From an optimization exercise on the open Yosys and OpenROAD flow, aimed at small area, a short achievable clock period and few clock cycles; shortcuts taken in it are not production practice. In this exercise RTL edits were held to simulation tests only and were not proved equivalent to the original. Power figures rest on the tool's default switching activity, not on a simulated workload.

--- flow/config.mk ---
export PLATFORM = sky130hd
export DESIGN_NAME = cpu
export DESIGN_NICKNAME = cpu
export VERILOG_FILES = /design/flow/design.v
export SDC_FILE = /design/flow/constraint.sdc
export NUM_CORES = 4
export LEC_CHECK = 0
export CAP_MARGIN = 20
export CELL_PAD_IN_SITES_DETAIL_PLACEMENT = 2
export CELL_PAD_IN_SITES_GLOBAL_PLACEMENT = 2
export CORE_MARGIN = 2
export CORE_UTILIZATION = 35
export CTS_BUF_LIST = sky130_fd_sc_hd__clkbuf_8
export CTS_CLUSTER_SIZE = 20
export PLACE_DENSITY = 0.6
export SETUP_SLACK_MARGIN = 4.8
export SLEW_MARGIN = 20
--- flow/constraint.sdc ---
create_clock -name core_clock -period 8.0 [get_ports {clk}]
set_input_delay 1.6000 -clock core_clock [delete_from_list [all_inputs] [get_ports {clk}]]
set_output_delay 1.6000 -clock core_clock [all_outputs]
set_load 0.01 [all_outputs]
--- flow/design.v ---
module cpu (input clk, input rst,
            output [31:0] imem_addr, input [31:0] imem_rdata,
            output [31:0] dmem_addr, output [31:0] dmem_wdata,
            output dmem_we, output dmem_re, input [31:0] dmem_rdata);
    reg [31:2] pc;
    reg        x_wr, x_lw, x_sw, x_beq, x_sub;
    reg        x_fam, x_fal, x_fbm, x_fbl, x_fom;    
    reg [4:0]  x_rd;
    reg [31:0] x_a, x_b, x_o;
    reg [31:2] x_tgt;
    reg        m_wr, m_lw, m_sw;
    reg [4:0]  m_rd;
    reg [31:0] m_r, m_sd;
    assign dmem_addr  = m_r;
    assign dmem_wdata = m_sd;
    assign dmem_we    = m_sw;
    assign dmem_re    = m_lw;
    wire [31:0] m_res = m_lw ? dmem_rdata : m_r;
    wire [31:0] a   = x_fam ? m_r : x_fal ? dmem_rdata : x_a;
    wire [31:0] b   = x_fbm ? m_r : x_fbl ? dmem_rdata : x_b;
    wire [31:0] aa  = x_fam ? m_r : x_a;
    wire [31:0] op2 = x_fom ? m_r : x_o;
    wire [31:0] alu = aa + (op2 ^ {32{x_sub}}) + {31'd0, x_sub};
    wire taken = x_beq & (a == b);
    wire [31:0] inst = imem_rdata;
    wire [5:0] op = inst[31:26];
    wire [4:0] rs = inst[25:21];
    wire [4:0] rt = inst[20:16];
    wire [4:0] rdf = inst[15:11];
    wire d_R    = (op == 6'h00);
    wire d_addi = (op == 6'h08) | (op == 6'h09);
    wire d_lw   = (op == 6'h23);
    wire d_sw   = (op == 6'h2B);
    wire d_beq  = (op == 6'h04);
    wire d_j    = (op == 6'h02);
    wire d_ubeq = d_beq & (rs == rt);
    wire [4:0] d_rd = d_R ? rdf : (d_addi | d_lw) ? rt : 5'd0;
    wire d_wr = (d_R | d_addi | d_lw) & (d_rd != 5'd0);
    wire [31:2] pc4  = pc + 30'd1;
    wire [31:1] btgt_c = {pc, 1'b1} + {{14{inst[15]}}, inst[15:0], 1'b1};
    wire [31:2] btgt = btgt_c[31:2];    
    wire [31:2] jtgt = {4'b0000, inst[25:0]};
    wire [31:0] rsv, rtv;
    regfile rf (.clk(clk), .rst(rst), .ra(rs), .rb(rt), .qa(rsv), .qb(rtv),
                .we(m_wr), .wa(m_rd), .wd(m_res));
    wire hs = x_wr & (x_rd == rs);
    wire ht = x_wr & (x_rd == rt);
    wire stall = x_lw & ((hs & (d_R | d_addi | d_lw | d_sw)) | (ht & d_R));
    wire go = ~taken & ~stall;
    always @(posedge clk or posedge rst) begin
        if (rst) begin
            pc <= 30'd0;
            x_wr <= 1'b0; x_lw <= 1'b0; x_sw <= 1'b0; x_beq <= 1'b0;
            m_wr <= 1'b0; m_lw <= 1'b0; m_sw <= 1'b0;
        end else begin
            if (taken)             pc <= x_tgt;
            else if (stall)        pc <= pc;
            else if (d_j)          pc <= jtgt;
            else if (d_ubeq)       pc <= btgt;
            else                   pc <= pc4;
            x_wr  <= go & d_wr;
            x_lw  <= go & d_lw;
            x_sw  <= go & d_sw;
            x_beq <= go & d_beq & ~d_ubeq;
            m_wr  <= x_wr;
            m_lw  <= x_lw;
            m_sw  <= x_sw;
        end
    end
    always @(posedge clk) begin
        x_rd  <= d_rd;
        x_sub <= d_R & inst[1];
        x_fam <= hs & ~x_lw;
        x_fal <= hs & x_lw;
        x_fbm <= ht & ~x_lw;
        x_fbl <= ht & x_lw;
        x_fom <= ht & ~x_lw & d_R;
        x_a   <= rsv;
        x_b   <= rtv;
        x_o   <= d_R ? rtv : {{16{inst[15]}}, inst[15:0]};
        x_tgt <= btgt;
        m_rd  <= x_rd;
        m_r   <= alu;
        m_sd  <= b;
    end
    assign imem_addr = {pc, 2'b00};
endmodule
module regfile (input clk, input rst,
                input [4:0] ra, input [4:0] rb, output [31:0] qa, output [31:0] qb,
                input we, input [4:0] wa, input [31:0] wd);
    reg [31:0] r [1:31];
    reg [31:1] v;
    integer i;
    always @(posedge clk)
        for (i = 1; i < 32; i = i + 1)
            if (we && wa == i) r[i] <= wd;
    always @(posedge clk or posedge rst)
        if (rst) v <= 31'd0;
        else
            for (i = 1; i < 32; i = i + 1)
                if (we && wa == i) v[i] <= 1'b1;
    reg [31:0] oa, ob;
    always @* begin
        oa = 32'd0;
        ob = 32'd0;
        for (i = 1; i < 32; i = i + 1) begin
            oa = oa | ({32{v[i] && ra == i}} & r[i]);
            ob = ob | ({32{v[i] && rb == i}} & r[i]);
        end
    end
    wire hita = we && wa == ra;    
    wire hitb = we && wa == rb;
    assign qa = hita ? wd : oa;
    assign qb = hitb ? wd : ob;
endmodule
--- flow/run.sh ---
#!/bin/bash
# synth_recipe.tcl (not shown) runs the flow's synth.tcl, then flattens the netlist and writes it again
# the make line also repeats each setting of config.mk as NAME=value (left out here)
make -C /OpenROAD-flow-scripts/flow DESIGN_CONFIG=/design/flow/config.mk WORK_HOME=/design/flow/orfs CLKGATE_MAP_FILE= SYNTH_SCRIPT=/design/flow/synth_recipe.tcl finish
==> results of run 1 <==
==> metal layers <==
layer | up-vias | track usage (%) | share of wire (%) | wire (um)
li1 | 18600 | - | - | -
met1 | 26200 | 51.3 | 37 | 126000
met2 | 4570 | 57.8 | 42 | 143000
met3 | 1298 | 13.9 | 13 | 45400
met4 | 18 | 22.3 | 6.7 | 22700
met5 | - | 0.178 | 0.042 | 140
==> cells by family after synthesis <==
group           share of synthesized area, %
flops                                   63.1
simple gates                            7.33
xor+xnor                                2.59
buf+inv                                 3.13
mux                                     2.49
compound gates                          19.9
fa+ha+maj                               1.40
other cells                          0.00665
==> through the flow <==
| stage | power [mW] | std cells | hold slack (ns) |
|---|---|---|---|
| after global routing | 16.4 | 7166 | 0.357 |
| after floorplan | 8.63 | 4301 | 0.331 |
| final | 16.0 | 7181 | 0.360 |
| after CTS | 15.8 | 7051 | 0.361 |
| after global placement | 9.32 | 6458 | 0.336 |
| after detailed placement | 9.35 | 6458 | 0.341 |
==> sequential cells by signal (all words and copies together), names as in the netlist, 5 cells and up <==
name   count
rf.r     992
m_r       32
m_sd      32
x_a       32
x_b       32
x_o       32
rf.v      31
pc        30
x_tgt     30
m_rd       5
x_rd       5
==> power by group through the flow <==
stage	Clock [mW]	Sequential (mW)	Combinational, mW
after floorplan	0	7.62	1.01
after global placement	0	7.69	1.62
after detailed placement	0	7.70	1.65
after CTS	6.21	7.47	2.10
after global routing	6.48	7.48	2.47
final	6.17	7.47	2.31
==> worst paths after layout <==
path                             from       to  slack (ns)
worst max-delay path            x_fom  m_r[30]        4.32
worst min-delay path             x_sw     m_sw        0.36
worst max register to register  x_fom  m_r[30]        4.32
worst min register to register   x_sw     m_sw        0.36
max in group asynchronous         rst     m_lw        5.71
min in group asynchronous         rst     x_sw        1.06
==> synthesized netlist by cell type, types with 7 or more instances <==
master      n
a211oi_1   10
a21o_1     36
a21oi_1   137
a221oi_1  441
a222oi_1   65
a22o_1    438
a22oi_1    23
a31oi_1    17
and2_1      8
and3_1     78
buf_1      24
buf_2      39
clkbuf_1  289
dfrtp_1    68
dfxtp_1   206
edfxtp_1  992
ha_1       60
inv_1      94
mux2_2     14
mux2i_1   123
nand2_1   231
nand2b_1   11
nand3_1    45
nand4_1   149
nor2_1    114
nor2b_1    13
nor3_1     87
nor3b_1     8
nor4_1      7
o211ai_1   10
o21a_1      9
o21ai_0   133
o21bai_1   13
o22ai_1     7
or2_2      38
xnor2_1   112
xor2_1     55
==> layout make-up <==
cell class                 count  area (um^2)  area share, %
timing repair inverter         2         10.0         0.0140
tap                         2160         2700           3.79
antenna                       16         40.0         0.0561
inverter                      94          377          0.528
multi-input combinational   2589        22200           31.1
clock buffer                 250         3440           4.82
sequential                  1266        35800           50.1
timing repair buffer         642         5820           8.15
clock inverter               162          996           1.40
==> timing repair <==
item / in CTS / in global routing
resized for setup: 838 / 213
pin swaps: 73 / 117
gates cloned: 7 / 6
hold endpoints to repair: 0 / 0
setup buffers: 174 / 108
setup endpoints to repair: 316 / 201
==> layout by cell type (no fill, tap or decap), types with 138 or more instances in the layout <==
cell type  instances
a22o_1           438
clkbuf_8         251
a221oi_1         303
inv_1            149
nand2_1          225
nand4_1          149
dfxtp_1          166
edfxtp_1         992
a221oi_2         138
buf_4            403
==> impl_metrics.csv, run 1 <==
group,metric,value,unit
pwr,peakVddDrop,159,uV
sta,setup_viol,0,
sta,rsz0062_at_grt,"true",
hold_path,hp-class,"reg2reg",
setup_path,cp.required,8.83,ns
outcome,status,"timing/DRC/antenna clean",
finish,fill_cells,15600,
setup_path,path_max_fanout,4,
global_routing,grt_remaining_overflow,0,
sta,period_needed,3.68,ns
setup_path,cp_slowest_stage_delay,0.45,ns
drt,drt_wl_total,337000,um
floorplanning,core,0.160,mm^2
global_routing,grt_pass1_vias,49100,
job,drv_cap,0,
setup_path,cp_num_cells,15,
floorplanning,dieWidth,406,um
sta,finalCritPeriodShare,46.0,%
yosys,synth_top_area_cell,"edfxtp_1",
setup_path,critical_path_buf_inv_count,2,
pwr,p_sw_share,28.0,%
setup_path,cp_slowest_cell,"a2111oi_4",
pwr,pwr-share-clk,38.7,%
drt,ant_nets,0,
sta,setup_tns,0,ns
global_routing,grt_pass1_wl,443000,um
floorplanning,die-area,0.164,mm^2
drt,first_iter_violations,8927,
yosys,synth_seq_area_share,63.1,%
yosys,ys_ff_latch,1266,
finish,drive_gt1_share,30.1,%
setup_path,ff2ff_path_depth,15,
sta,worst_pin_slew,1.29,ns
pwr,p_per_area,224,mW/mm^2
floorplanning,die_height,406,um
setup_path,criticalPathCategory,"reg2reg",
yosys,synth_area,0.0564,mm^2
clock_network,cts_sinks,1266,
clock_network,ctsHoldBuffers,0,
pwr,leakage,25.1,nW
drt,firstDrtPassIters,13,
sta,fin_skew,0.0766,ns
yosys,synth_top_area_share,52.8,%
placed_design,dp_hpwl,195000,um
floorplanning,start_util,35.2,%
clock_network,cts_tree,"built",
clock_network,cts_made_buffers,220,
placed_design,place_worst_setup_slack,2.06,ns
yosys,synth.area.top_cells,"edfxtp_1 (53%), dfxtp_1 (7.3%), a221oi_1 (6.8%)",
pwr,intPower,11.5,mW
drt,via_per_inst,7.07,
yosys,syn_avg_cell_area,13.1,um^2
yosys,ys_async_sr_fraction,5.37,%
yosys,synth_top_flop_cell,"edfxtp_1",
sta,drv_slew,0,
global_routing,track_usage,39.7,%
setup_path,path_cells,"buf_12, mux2_4, nor3b_4, nor3_2, fa_2, a21o_1, and4_4, o41ai_4, buf_4, a2111oi_4, o21ai_2, nand4_1, a211oi_2, o2111ai_1, or3b_1",
yosys,ys_warn_count,3,
placed_design,place_congestion,0.917,
yosys,synth_cell_types,90,
floorplanning,pin_count,164,
pwr,combPwrFrac,14.5,%
clock_network,root_buffer,"clkbuf_8",
setup_path,endpoint_kind,"register",
sta,timing_hold_violations_final,0,
setup_path,crit_arrival,4.51,ns
hold_path,holdPathStages,0,
sta,max_freq,272,MHz
setup_path,cp_top_family,"simple AND/OR/NAND/NOR gates",
sta,relSlewSlack,13.8,%
placed_design,placed_area,0.0624,mm^2
finish,final_util,44.5,%
global_routing,grt_max_degree,58,
floorplanning,placementRows,147,
clock_network,cts.clk_slew.worst_paths,0.06,ns
yosys,synth_edf_count,992,
clock_network,cts_max_level,4,
pwr,pwr-share-seq,46.8,%
finish,area_growth_syn_to_layout,26.5,%
pwr,p_sw,4.47,mW
setup_path,start_kind,"register",
finish,final_cell_area,0.0714,mm^2
clock_network,worstSkewPairLatency,1.00,ns
sta,setup_ws,4.32,ns
drt,routedWlPerCell,47.0,um
drt,via_count,50700,
yosys,synthCells,4300,
global_routing,antenna_found_initial,21,
clock_network,cts_buffer_depth,3,
drt,route.detailed.drc,0,
finish,final_nets,4943,
placed_design,portBuffers,161,
Testbench counts, summed over its fixed seeds: cycles 47,174.
==> run 2, diff against run 1 <==
--- a/flow/design.v
+++ b/flow/design.v
@@ -20,7 +20,8 @@
     wire [31:0] b   = x_fbm ? m_r : x_fbl ? dmem_rdata : x_b;
     wire [31:0] aa  = x_fam ? m_r : x_a;
     wire [31:0] op2 = x_fom ? m_r : x_o;
-    wire [31:0] alu = aa + (op2 ^ {32{x_sub}}) + {31'd0, x_sub};
+    wire [31:0] alu;
+    sk_add #(32) alu_add (.a(aa), .b(op2 ^ {32{x_sub}}), .ci(x_sub), .s(alu));
     wire taken = x_beq & (a == b);
     wire [31:0] inst = imem_rdata;
     wire [5:0] op = inst[31:26];
@@ -36,9 +37,9 @@
     wire d_ubeq = d_beq & (rs == rt);
     wire [4:0] d_rd = d_R ? rdf : (d_addi | d_lw) ? rt : 5'd0;
     wire d_wr = (d_R | d_addi | d_lw) & (d_rd != 5'd0);
-    wire [31:2] pc4  = pc + 30'd1;
-    wire [31:1] btgt_c = {pc, 1'b1} + {{14{inst[15]}}, inst[15:0], 1'b1};
-    wire [31:2] btgt = btgt_c[31:2];    
+    wire [31:2] pc4, btgt;
+    sk_add #(30) pc_inc (.a(pc), .b(30'd0), .ci(1'b1), .s(pc4));
+    sk_add #(30) br_add (.a(pc), .b({{14{inst[15]}}, inst[15:0]}), .ci(1'b1), .s(btgt));
     wire [31:2] jtgt = {4'b0000, inst[25:0]};
     wire [31:0] rsv, rtv;
     regfile rf (.clk(clk), .rst(rst), .ra(rs), .rb(rt), .qa(rsv), .qb(rtv),
@@ -113,3 +114,27 @@
     assign qa = hita ? wd : oa;
     assign qb = hitb ? wd : ob;
 endmodule
+module sk_add #(parameter N = 32) (input [N-1:0] a, input [N-1:0] b, input ci,
+                                   output [N-1:0] s);
+    wire [N-1:0] g0 = a & b;
+    wire [N-1:0] p0 = a ^ b;
+    reg  [N-1:0] g, p, gn, pn;
+    integer i, l;
+    always @* begin
+        g = g0;
+        p = p0;
+        for (l = 0; (1 << l) < N; l = l + 1) begin
+            gn = g;
+            pn = p;
+            for (i = 0; i < N; i = i + 1)
+                if ((i >> l) & 1) begin
+                    gn[i] = g[i] | (p[i] & g[((i >> l) << l) - 1]);
+                    pn[i] = p[i] & p[((i >> l) << l) - 1];
+                end
+            g = gn;
+            p = pn;
+        end
+    end
+    wire [N-1:0] c = {g[N-2:0] | (p[N-2:0] & {(N-1){ci}}), ci};
+    assign s = p0 ^ c;
+endmodule
==> impl_metrics.csv, run 2 <==
group,metric,value,unit
outcome,status,"timing/DRC/antenna clean",
global_routing,grt_pass1_wl,445000,um
drt,route.detailed.drc,0,
yosys,synth_edf_count,992,
placed_design,place_worst_setup_slack,2.20,ns
hold_path,hp-start,"x_sw",
finish,fill_cells,15300,
setup_path,start_kind,"input port",
drt,via_count,50100,
finish,area_growth_syn_to_layout,27.2,%
drt,firstDrtPassIters,9,
placed_design,dp_hpwl,185000,um
floorplanning,start_util,35.2,%
finish,final_common_cell,"edfxtp_1",
hold_path,holdPathStages,0,
setup_path,crit_arrival,4.25,ns
setup_path,r2r-end,"rf.r[2][20]",
yosys,yosysMostFrequentCell,"edfxtp_1",
floorplanning,pin_count,164,
finish,largest_reg_flops,992,
sta,worst_pin_slew,1.29,ns
sta,rsz0062_at_grt,"true",
global_routing,grt_remaining_overflow,0,
floorplanning,dieWidth,404,um
hold_path,hp-class,"reg2reg",
yosys,synth_top_area_share,53.3,%
drt,ant_nets,0,
finish,mostFrequentLayoutCells,"edfxtp_1 (992), a22o_1 (446), buf_4 (381)",
clock_network,cts_buffer_depth,3,
yosys,syn_avg_cell_area,13.4,um^2
yosys,synth_top_flop_cell,"edfxtp_1",
yosys,synth_common_cells,"edfxtp_1 (992), a221oi_1 (448), a22o_1 (446)",
drt,first_iter_violations,9175,
clock_network,cts_made_buffers,219,
sta,relSlewSlack,14.3,%
sta,timing_hold_violations_final,0,
yosys,synthCells,4169,
global_routing,grt_pass1_vias,48900,
sta,fin_skew,0.0740,ns
job,drv_cap,0,
drt,via_per_inst,7.16,
finish,regMostFlops,"rf.r",
clock_network,worstSkewPairLatency,1.00,ns
drt,routedWlPerCell,48.6,um
sta,period_needed,3.44,ns
yosys,ys_ff_latch,1266,
setup_path,crit-reg2reg-launch,"m_lw",
setup_path,criticalPathCategory,"in2reg",
placed_design,portBuffers,161,
clock_network,cts.clk_slew.worst_paths,0.06,ns
finish,multi_input_area,0.0219,mm^2
global_routing,antenna_found_initial,31,
placed_design,place_congestion,0.898,
hold_path,hold_path_end,"m_sw",
pwr,peakVddDrop,172,uV
placed_design,placedCellCount,6220,
floorplanning,core,0.159,mm^2
sta,max_freq,291,MHz
clock_network,ctsHoldBuffers,0,
pwr,report.power.total,15.3,mW
floorplanning,die_height,404,um
yosys,synth.area.top_cells,"edfxtp_1 (53%), dfxtp_1 (7.4%), a221oi_1 (7.0%)",
setup_path,ff2ff_path_depth,4,
finish,layout.area.seq,0.0358,mm^2
clock_network,cts_sinks,1266,
floorplanning,placementRows,146,
setup_path,path_max_fanout,10,
sta,setup_tns,0,ns
yosys,synth_top_area_cell,"edfxtp_1",
clock_network,root_buffer,"clkbuf_8",
finish,final_cells,7000,
yosys,ys_async_sr_fraction,5.37,%
sta,setup_ws,4.56,ns
drt,drt_wl_total,340000,um
setup_path,endpoint_kind,"register",
setup_path,cp-startpoint,"imem_rdata[19]",
clock_network,cts_max_level,4,
global_routing,grt_max_degree,49,
yosys,synth_seq_area_share,63.7,%
finish,final_nets,4849,
sta,finalCritPeriodShare,43.0,%
finish,drive_gt1_share,31.0,%
floorplanning,die-area,0.163,mm^2
setup_path,r2r_setup_slack,4.63,ns
pwr,p_per_area,215,mW/mm^2
sta,drv_slew,0,
yosys,synth_area,0.0559,mm^2
yosys,ys_warn_count,5,
yosys,synth_cell_types,93,
sta,setup_viol,0,
clock_network,cts_tree,"built",
global_routing,track_usage,40.2,%
pwr,leakage,25.1,nW
setup_path,cp.required,8.81,ns
==> run 2: what timing repair did <==
action	in CTS	in global routing
endpoints found under the setup margin	325	433
cloned	13	9
setup buffers	225	101
gates resized for setup	838	197
pin swaps	125	102
==> run 2: per-stage QoR <==
stage	utilization, %	instance area (um^2)	hold WS, ns
finish	44.8	71100	0.358
global route	44.8	71100	0.380
CTS	43.8	69500	0.361
detailed placement	38.9	61600	0.348
global placement	38.8	61600	0.338
floorplan	-	58200	0.331
==> run 2: cell families (layout without fill, tap and decap cells) <==
| group | count (synthesis) | in the layout | share of synthesized area, % |
|---|---|---|---|
| compound gates | 1333 | 1333 | 19.3 |
| flops | 1266 | 1266 | 63.7 |
| simple gates | 768 | 782 | 7.06 |
| buf+inv | 432 | 1159 | 3.26 |
| xor+xnor | 159 | 159 | 2.51 |
| mux | 144 | 144 | 2.64 |
| fa+ha+maj | 66 | 66 | 1.48 |
| other cells | 1 | 19 | 0.00671 |
==> run 2: layout make-up <==
cell class / instances / area share, %
timing repair inverter: 3 / 0.0317
clock buffer: 241 / 4.67
inverter: 85 / 0.487
tap: 2072 / 3.65
multi-input combinational: 2486 / 30.7
timing repair buffer: 656 / 8.76
antenna: 17 / 0.0598
sequential: 1266 / 50.3
clock inverter: 174 / 1.28
==> run 2: critical path: stages <==
cell and delay, ns:
buf_4 0.18, nor2b_4 0.16, buf_4 0.16, buf_4 0.17, buf_4 0.16, and3_4 0.31
a221oi_1 0.40, nand4_1 0.30, nor3_4 0.46, a21oi_1 0.13, nand2_1 0.13, o21ai_1 0.06
==> run 2: per-layer routing <==
layer,vias up,wire length [um],GRT usage [%]
li1,18200,-,-
met3,1431,47200,14.4
met1,25800,124000,50.4
met5,-,445,0.773
met2,4679,142000,58.6
met4,24,26500,26.0
==> run 2: worst max-delay path by stage <==
stage / endpoint / slack (ns) / cells after the start
2_1_floorplan: pc[30] / 4.39 / 10
3_3_place_gp: x_o[25] / 2.23 / 11
3_5_place_dp: x_o[20] / 2.20 / 11
4_1_cts: rf.r[28][7] / 4.60 / 3
5_1_grt: m_r[27] / 4.58 / 13
6_report: x_o[0] / 4.56 / 12
==> run 2: where the power goes <==
group | internal [mW] | switching, mW
Combinational | 0.824 | 1.08
Clock | 2.94 | 2.97
Sequential | 7.31 | 0.130
Total | 11.1 | 4.19
Testbench counts of run 2, summed over its fixed seeds: cycles 47,174.

==> port drivers added, routing unchanged <==
How much do the figures lean on ideal ports? The routed layouts below were timed once more, with nothing changed but the port constraints. Step 1 (the two cells are an assumption about what drives the block):
set clk [get_ports {clk}]
set_driving_cell -lib_cell sky130_fd_sc_hd__clkbuf_16 $clk
set_driving_cell -lib_cell sky130_fd_sc_hd__buf_2 [delete_from_list [all_inputs] $clk]
Step 2 also shifts input and output timing later by t, the mid clock arrival at the registers, as if the neighbouring blocks saw the same clock. a / b / c = ideal / step 1 / step 2; a / b = the first two.
| run | shift t [ns] | setup slack, ns | worst setup path after step 2 |
|---|---|---|---|
| run 1 | 1.044 | 4.323 / 4.323 / 3.652 | input to register |
| run 2 | 1.056 | 4.563 / 4.629 / 3.577 | input to register |
After both steps setup and hold are still met in every run listed. For run 2, which loses most, drivers alone change the setup slack by +0.066 ns; drivers and shift together by -0.986 ns.
